Background: an optimization exercise with open tools, aiming at small area and a short achievable clock period. Do not read the settings as production practice. RTL that was checked went through simulation tests only; none was proved equivalent to the original. Power is estimated from default activity; no workload was simulated.

== exp/violet ==
Design FIR, start of the top module:
module FIR(Dout, Din, clk, reset);
output	[17:0]	Dout;
input 	[7:0] 	Din;
input 		clk, reset;
reg [7:0] h1, h2, h3, h4, h5, h6, h7;
reg [15:0] R;
wire s1, c1;
HA u1 (.a(h2[0]), .b(h4[0]), .s(s1), .co(c1));
wire s2, c2;
FA u2 (.a(h2[1]), .b(h4[1]), .c(c1), .s(s2), .co(c2));
wire s3, c3;
FA u3 (.a(h2[2]), .b(h4[2]), .c(c2), .s(s3), .co(c3));
wire s4, c4;
FA u4 (.a(h2[3]), .b(h4[3]), .c(c3), .s(s4), .co(c4));
wire s5, c5;
FA u5 (.a(h2[4]), .b(h4[4]), .c(c4), .s(s5), .co(c5));
wire s6, c6;
FA u6 (.a(h2[5]), .b(h4[5]), .c(c5), .s(s6), .co(c6));
wire s7, c7;
FA u7 (.a(h2[6]), .b(h4[6]), .c(c6), .s(s7), .co(c7));
wire s8, c8;
FA u8 (.a(h2[7]), .b(h4[7]), .c(c7), .s(s8), .co(c8));
wire s9, c9;
FA u9 (.a(h6[0]), .b(h7[0]), .c(Din[0]), .s(s9), .co(c9));
wire n10 = ~s1;
wire s11, c11;
FA u11 (.a(h6[1]), .b(h7[1]), .c(n10), .s(s11), .co(c11));
wire s12, c12;
FA u12 (.a(s11), .b(Din[1]), .c(c9), .s(s12), .co(c12));
wire n13 = ~h7[2];
wire s14, c14;
FA u14 (.a(h3[0]), .b(n13), .c(h6[2]), .s(s14), .co(c14));
wire n15 = ~c11;
wire s16, c16;
FA u16 (.a(s14), .b(s2), .c(n15), .s(s16), .co(c16));
wire n17 = ~s16;
wire s18, c18;
FA u18 (.a(n17), .b(Din[2]), .c(c12), .s(s18), .co(c18));
wire s19, c19;
FA u19 (.a(h6[3]), .b(h7[3]), .c(h6[2]), .s(s19), .co(c19));
wire s20, c20;
FA u20 (.a(h3[1]), .b(h7[0]), .c(c14), .s(s20), .co(c20));
wire s21, c21;
FA u21 (.a(s20), .b(s3), .c(c16), .s(s21), .co(c21));
wire n22 = ~s21;
wire s23, c23;
FA u23 (.a(s19), .b(n22), .c(Din[3]), .s(s23), .co(c23));
wire s24, c24;
FA u24 (.a(h6[0]), .b(h6[4]), .c(h7[4]), .s(s24), .co(c24));
wire s25, c25;
FA u25 (.a(h3[0]), .b(h3[2]), .c(h7[1]), .s(s25), .co(c25));
wire s26, c26;
FA u26 (.a(s1), .b(c19), .c(s24), .s(s26), .co(c26));
wire n27 = ~s26;
wire s28, c28;
FA u28 (.a(s25), .b(c20), .c(n27), .s(s28), .co(c28));
wire s29, c29;
FA u29 (.a(s28), .b(s4), .c(c21), .s(s29), .co(c29));
wire n30 = ~s29;
wire s31, c31;
FA u31 (.a(n30), .b(Din[0]), .c(Din[4]), .s(s31), .co(c31));
wire s32, c32;
FA u32 (.a(h6[1]), .b(h6[5]), .c(h7[5]), .s(s32), .co(c32));
wire s33, c33;
FA u33 (.a(h1[0]), .b(h5[0]), .c(h3[0]), .s(s33), .co(c33));
wire s34, c34;
  ...
clock: 13.0 ns
lec_check: 0
abc_clock_period_in_ps: 2000
cap_margin: 20
core_margin: 2
core_utilization: 40
slew_margin: 20
synth_hierarchical: 1
standard.sh (not shown) runs the stock make flow with config.mk's settings and CLKGATE_MAP_FILE= SYNTH_SCRIPT=/design/flow/synth_recipe.tcl, a recipe that flattens the netlist after the stock synthesis.
==> flow/flow/run.sh <==
#!/bin/bash
# Layout flow: the standard flow (standard.sh), with its standard synthesis
# unchanged, then the layout steps with a larger setup margin for repair_timing,
# faster port buffers and a smaller clock tree. Each step's full output goes to
# a log in this folder.
set -euo pipefail
bash standard.sh synth > log_synth.txt 2>&1
bash standard.sh SETUP_SLACK_MARGIN=5.0 \
  "BUFFER_PORTS_ARGS=-buffer_cell sky130_fd_sc_hd__buf_2" \
  "CTS_ARGS=-sink_clustering_enable -repair_clock_nets -dont_use_dummy_load -buf_list sky130_fd_sc_hd__clkbuf_8 -sink_clustering_size 36 -sink_clustering_max_diameter 100" \
  finish > log_layout.txt 2>&1
exp/violet completed every stage of the flow, and the final layout passed the timing, design-rule and antenna checks.
The inputs of exp/garnet differ from those of exp/violet as listed below.
--- a/flow/flow/run.sh
+++ b/flow/flow/run.sh
@@ -8 +8 @@
-bash standard.sh SETUP_SLACK_MARGIN=5.0 \
+bash standard.sh SETUP_SLACK_MARGIN=5.5 \
Notes after the runs:
Wire length of the first global-routing pass: exp/violet vs exp/garnet, no meaningful difference
In the reports for exp/violet and exp/garnet, the larger fill cell total of the finished layout belongs to exp/violet.
Looking only at setup slack, and setting everything else aside, the lower value of exp/violet and exp/garnet goes to exp/violet.
In the tables for exp/violet and exp/garnet, sequential share of layout area reads higher with exp/violet.
Inputs modified between exp/garnet and exp/yarrow:
# exp/garnet
export LEC_CHECK = 0
export ABC_CLOCK_PERIOD_IN_PS = 2000
export CAP_MARGIN = 20
export CORE_MARGIN = 2
export CORE_UTILIZATION = 40
export SLEW_MARGIN = 20
export SYNTH_HIERARCHICAL = 1
create_clock -name core_clock -period 13.0 [get_ports {clk}]
# exp/yarrow
export LEC_CHECK = 0
export ABC_CLOCK_PERIOD_IN_PS = 2000
export CAP_MARGIN = 20
export CORE_MARGIN = 2
export CORE_UTILIZATION = 40
export CTS_BUF_LIST = sky130_fd_sc_hd__clkbuf_8
export CTS_CLUSTER_DIAMETER = 100
export CTS_CLUSTER_SIZE = 36
export SETUP_SLACK_MARGIN = 5
export SLEW_MARGIN = 20
export SYNTH_HIERARCHICAL = 1
create_clock -name core_clock -period 13.0 [get_ports {clk}]
==> flow/run.sh (new file) <==
#!/bin/bash
# synth_recipe.tcl (not shown) runs the flow's synth.tcl, then flattens the netlist and writes it again
# the make line also repeats each setting of config.mk as NAME=value (left out here)
make -C /OpenROAD-flow-scripts/flow DESIGN_CONFIG=/design/flow/config.mk WORK_HOME=/design/flow/orfs CLKGATE_MAP_FILE= SYNTH_SCRIPT=/design/flow/synth_recipe.tcl finish
removed: flow/flow/run.sh
removed: flow/standard.sh
Notes after the runs:
The master of the slowest instance on the critical path comes out sky130_fd_sc_hd__fa_1 in one run and sky130_fd_sc_hd__clkdlybuf4s50_1 in the other, namely in exp/garnet and exp/yarrow respectively. [exp/yarrow vs exp/garnet] clock network contribution to total cell area: higher in exp/yarrow. For exp/garnet, the startpoint of the most critical setup path was Din[2], unlike exp/yarrow, where it was Din[4]. Against exp/garnet, net switching power in exp/yarrow rose by a few percent. In the tables for exp/garnet and exp/yarrow, proportion of cell area occupied by registers reads higher with exp/garnet.
#### Input delta (exp/lagoon over exp/yarrow)
# exp/yarrow
export LEC_CHECK = 0
export ABC_CLOCK_PERIOD_IN_PS = 2000
export CAP_MARGIN = 20
export CORE_MARGIN = 2
export CORE_UTILIZATION = 40
export CTS_BUF_LIST = sky130_fd_sc_hd__clkbuf_8
export CTS_CLUSTER_DIAMETER = 100
export CTS_CLUSTER_SIZE = 36
export SETUP_SLACK_MARGIN = 5
export SLEW_MARGIN = 20
export SYNTH_HIERARCHICAL = 1
create_clock -name core_clock -period 13.0 [get_ports {clk}]
# exp/lagoon
export LEC_CHECK = 0
export ABC_CLOCK_PERIOD_IN_PS = 2000
export CAP_MARGIN = 20
export CORE_MARGIN = 2
export CORE_UTILIZATION = 40
export SETUP_SLACK_MARGIN = 5
export SLEW_MARGIN = 20
export SYNTH_HIERARCHICAL = 1
create_clock -name core_clock -period 13.0 [get_ports {clk}]
Notes after the runs:
Of exp/yarrow and exp/lagoon, the lower sequential share of layout area belongs to exp/lagoon.
Cmp exp/lagoon vs exp/yarrow: final worst slack higher in exp/lagoon
Diff exp/yarrow -> exp/lagoon | area of all placed cells without fillers | up slightly
Against exp/yarrow, exp/lagoon comes in 4.3 points higher on clock network power share.
Between exp/yarrow and exp/lagoon, the total of clock buffers placed in the layout is lower for exp/yarrow.
The detailed-route via count was comparable across exp/yarrow and exp/lagoon.
| share of the cycle needed by the critical path after routing | exp/lagoon vs exp/yarrow | ≈ equal |
Diff exp/yarrow..exp/lagoon | synthesized netlist cell count | unchanged
Summary of exp/lagoon over exp/yarrow: routing usage on met2 flat, combinational cell fraction of total power down 3.2 points.

---

## job 101
FIR, a different RTL version from the one above (not shown whole).
Size in the first run: roughly 430 cells after synthesis, roughly 72 flip-flops, ~28 I/O pins.
export LEC_CHECK = 0
export ABC_CLOCK_PERIOD_IN_PS = 2000
export CAP_MARGIN = 20
export CORE_MARGIN = 2
export CORE_UTILIZATION = 85
export SLEW_MARGIN = 20
export SYNTH_HIERARCHICAL = 1
create_clock -name core_clock -period 13.0 [get_ports {clk}]
==> flow/flow/run.sh <==
#!/bin/bash
# Layout flow: the standard flow (standard.sh), with its standard synthesis
# unchanged, then the layout steps with a larger setup margin for repair_timing,
# faster port buffers and a smaller clock tree. Each step's full output goes to
# a log in this folder.
set -euo pipefail
bash standard.sh synth > log_synth.txt 2>&1
bash standard.sh SETUP_SLACK_MARGIN=5.5 \
  "BUFFER_PORTS_ARGS=-buffer_cell sky130_fd_sc_hd__buf_2" \
  "CTS_ARGS=-sink_clustering_enable -repair_clock_nets -dont_use_dummy_load -buf_list sky130_fd_sc_hd__clkbuf_4 -root_buf sky130_fd_sc_hd__clkbuf_4 -tree_buf sky130_fd_sc_hd__clkbuf_4" \
  finish > log_layout.txt 2>&1
Flow for job 101 halted at global routing (5_1_grt), error code GRT-0232.
Modified inputs, job 102 compared to job 101
--- a/flow/flow/run.sh
+++ b/flow/flow/run.sh
@@ -9,3 +9,3 @@
   "BUFFER_PORTS_ARGS=-buffer_cell sky130_fd_sc_hd__buf_2" \
-  "CTS_ARGS=-sink_clustering_enable -repair_clock_nets -dont_use_dummy_load -buf_list sky130_fd_sc_hd__clkbuf_4 -root_buf sky130_fd_sc_hd__clkbuf_4 -tree_buf sky130_fd_sc_hd__clkbuf_4" \
+  "CTS_ARGS=-sink_clustering_enable -repair_clock_nets -dont_use_dummy_load -buf_list sky130_fd_sc_hd__clkbuf_8 -sink_clustering_size 24 -sink_clustering_max_diameter 60 -sink_clustering_levels 1" \
   finish > log_layout.txt 2>&1
--- a/flow/config.mk
+++ b/flow/config.mk
@@ -10,3 +10,3 @@
 export CORE_MARGIN = 2
-export CORE_UTILIZATION = 85
+export CORE_UTILIZATION = 65
 export SLEW_MARGIN = 20
--- outcome ---
Job 102: done, clean on timing, DRC and antenna
Between job 101 and job 102, initial standard-cell utilization of the core decreased.
Post-synthesis cell area came out exactly the same in job 101 and job 102.
Of job 102 and job 101, it is job 102 that has the lower number of gates given a new drive strength after cts.
Job 102 against job 101: buffers inserted during post-CTS setup optimization roughly the same; area fraction in compound gates after synthesis barely changed; height of the die moved up.
Floorplan die width: job 102 higher than job 101
Against job 101, number of placed instances, taps included in job 102 rose by a few percent.
> inputs changed (job 102 -> job 103)
--- a/flow/flow/run.sh
+++ b/flow/flow/run.sh
@@ -7,5 +7,5 @@
 bash standard.sh synth > log_synth.txt 2>&1
-bash standard.sh SETUP_SLACK_MARGIN=5.5 \
+bash standard.sh SETUP_SLACK_MARGIN=5.7 \
   "BUFFER_PORTS_ARGS=-buffer_cell sky130_fd_sc_hd__buf_2" \
-  "CTS_ARGS=-sink_clustering_enable -repair_clock_nets -dont_use_dummy_load -buf_list sky130_fd_sc_hd__clkbuf_8 -sink_clustering_size 24 -sink_clustering_max_diameter 60 -sink_clustering_levels 1" \
+  "CTS_ARGS=-sink_clustering_enable -repair_clock_nets -dont_use_dummy_load -buf_list sky130_fd_sc_hd__clkbuf_8 -sink_clustering_size 36 -sink_clustering_max_diameter 100" \
   finish > log_layout.txt 2>&1
- NOTE: global-route wire length before repair in job 103 exceeds that of job 102
- Delta (job 103 minus job 102): routed wire length higher; fraction of area in clock buffers and inverters comparable; via count increased by 0.71% relative to the old numbers.
- On met3 wire length: between job 102 and job 103, it ends up lower for job 102.
- The worst setup slack of job 103 was superior to that of job 102.
- Between job 102 and job 103, the final cell count is lower for job 102.
- When job 103 is set beside job 102, its total combinational power turns out to be 4.0% larger.
- [job 103] highest clock rate rose 3.4 MHz relative to job 102
- Re sequential share of cell area: job 102 and job 103 aren't equal, and the lower value belongs to job 103.
- Of job 102 and job 103, the run reporting the lower final clock period utilization by the worst path was job 103.
For job 104, these inputs were changed with respect to job 103:
--- a/flow/flow/run.sh
+++ b/flow/flow/run.sh
@@ -7,3 +7,3 @@
 bash standard.sh synth > log_synth.txt 2>&1
-bash standard.sh SETUP_SLACK_MARGIN=5.7 \
+bash standard.sh SETUP_SLACK_MARGIN=5.8 \
   "BUFFER_PORTS_ARGS=-buffer_cell sky130_fd_sc_hd__buf_2" \
--- a/flow/config.mk
+++ b/flow/config.mk
@@ -10,3 +10,3 @@
 export CORE_MARGIN = 2
-export CORE_UTILIZATION = 65
+export CORE_UTILIZATION = 75
 export SLEW_MARGIN = 20
[summary]
- First-pass GRT wire length of job 103 is on par with job 104.
- Power per unit of standard cell area delta for job 104 relative to job 103: 3.1% higher
- Between job 104 and job 103, it is job 104 whose final worst setup slack is lower, by 0.036 ns.
- The run showing the greater post-CTS setup-driven buffer insertion count is job 104.
- Job 104 vs. job 103: internal power of the cells picked up an extra 2.5%; highest fanout seen on the critical path neither gained nor lost much.
- As of job 104, final wirelength had risen by more than 10% compared to job 103.
Function was not checked in any run of this note: the RTL went through the layout flow alone.

## static timing again, ports no longer ideal
Ports are ideal in the flow. The routed layouts listed here were re-timed in OpenROAD.
Step 1 (the two cells are an assumption about what drives the block):
set clk [get_ports {clk}]
set_driving_cell -lib_cell sky130_fd_sc_hd__clkbuf_16 $clk
set_driving_cell -lib_cell sky130_fd_sc_hd__buf_2 [delete_from_list [all_inputs] $clk]
Step 2, shift: input delay + t, output delay - t, t = (earliest + latest rising clock arrival at the registers) / 2. This alone moves slack from input paths to output paths.
a / b / c = ideal ports / drivers / drivers and shift; a / b = the first two.
| run | t (ns) | setup slack, ns | hold slack, ns | clock arrival spread, ns | cell pins on the clock port's net |
|---|---|---|---|---|---|
| exp/violet | 0.367 | 5.462 / 5.440 / 5.440 | 0.394 / 0.394 / 0.394 | 0.017 / 0.017 | 1 |
| exp/garnet | 0.367 | 5.598 / 5.573 / 5.573 | 0.395 / 0.395 / 0.395 | 0.017 / 0.017 | 1 |
| exp/yarrow | 0.388 | 5.139 / 5.106 / 5.106 | 0.395 / 0.395 / 0.395 | 0.009 / 0.008 | 1 |
| exp/lagoon | 0.371 | 5.151 / 5.118 / 5.118 | 0.390 / 0.390 / 0.390 | 0.008 / 0.007 | 1 |
| job 102 | 0.371 | 5.628 / 5.605 / 5.605 | 0.392 / 0.392 / 0.392 | 0.024 / 0.024 | 1 |
| job 103 | 0.370 | 5.807 / 5.731 / 5.731 | 0.392 / 0.392 / 0.392 | 0.024 / 0.023 | 1 |
| job 104 | 0.372 | 5.772 / 5.706 / 5.706 | 0.401 / 0.401 / 0.401 | 0.019 / 0.019 | 1 |
After both steps setup and hold are still met in every run listed. The setup slack of job 103, which loses most, moves by -0.076 ns with the drivers and by -0.076 ns with both steps.
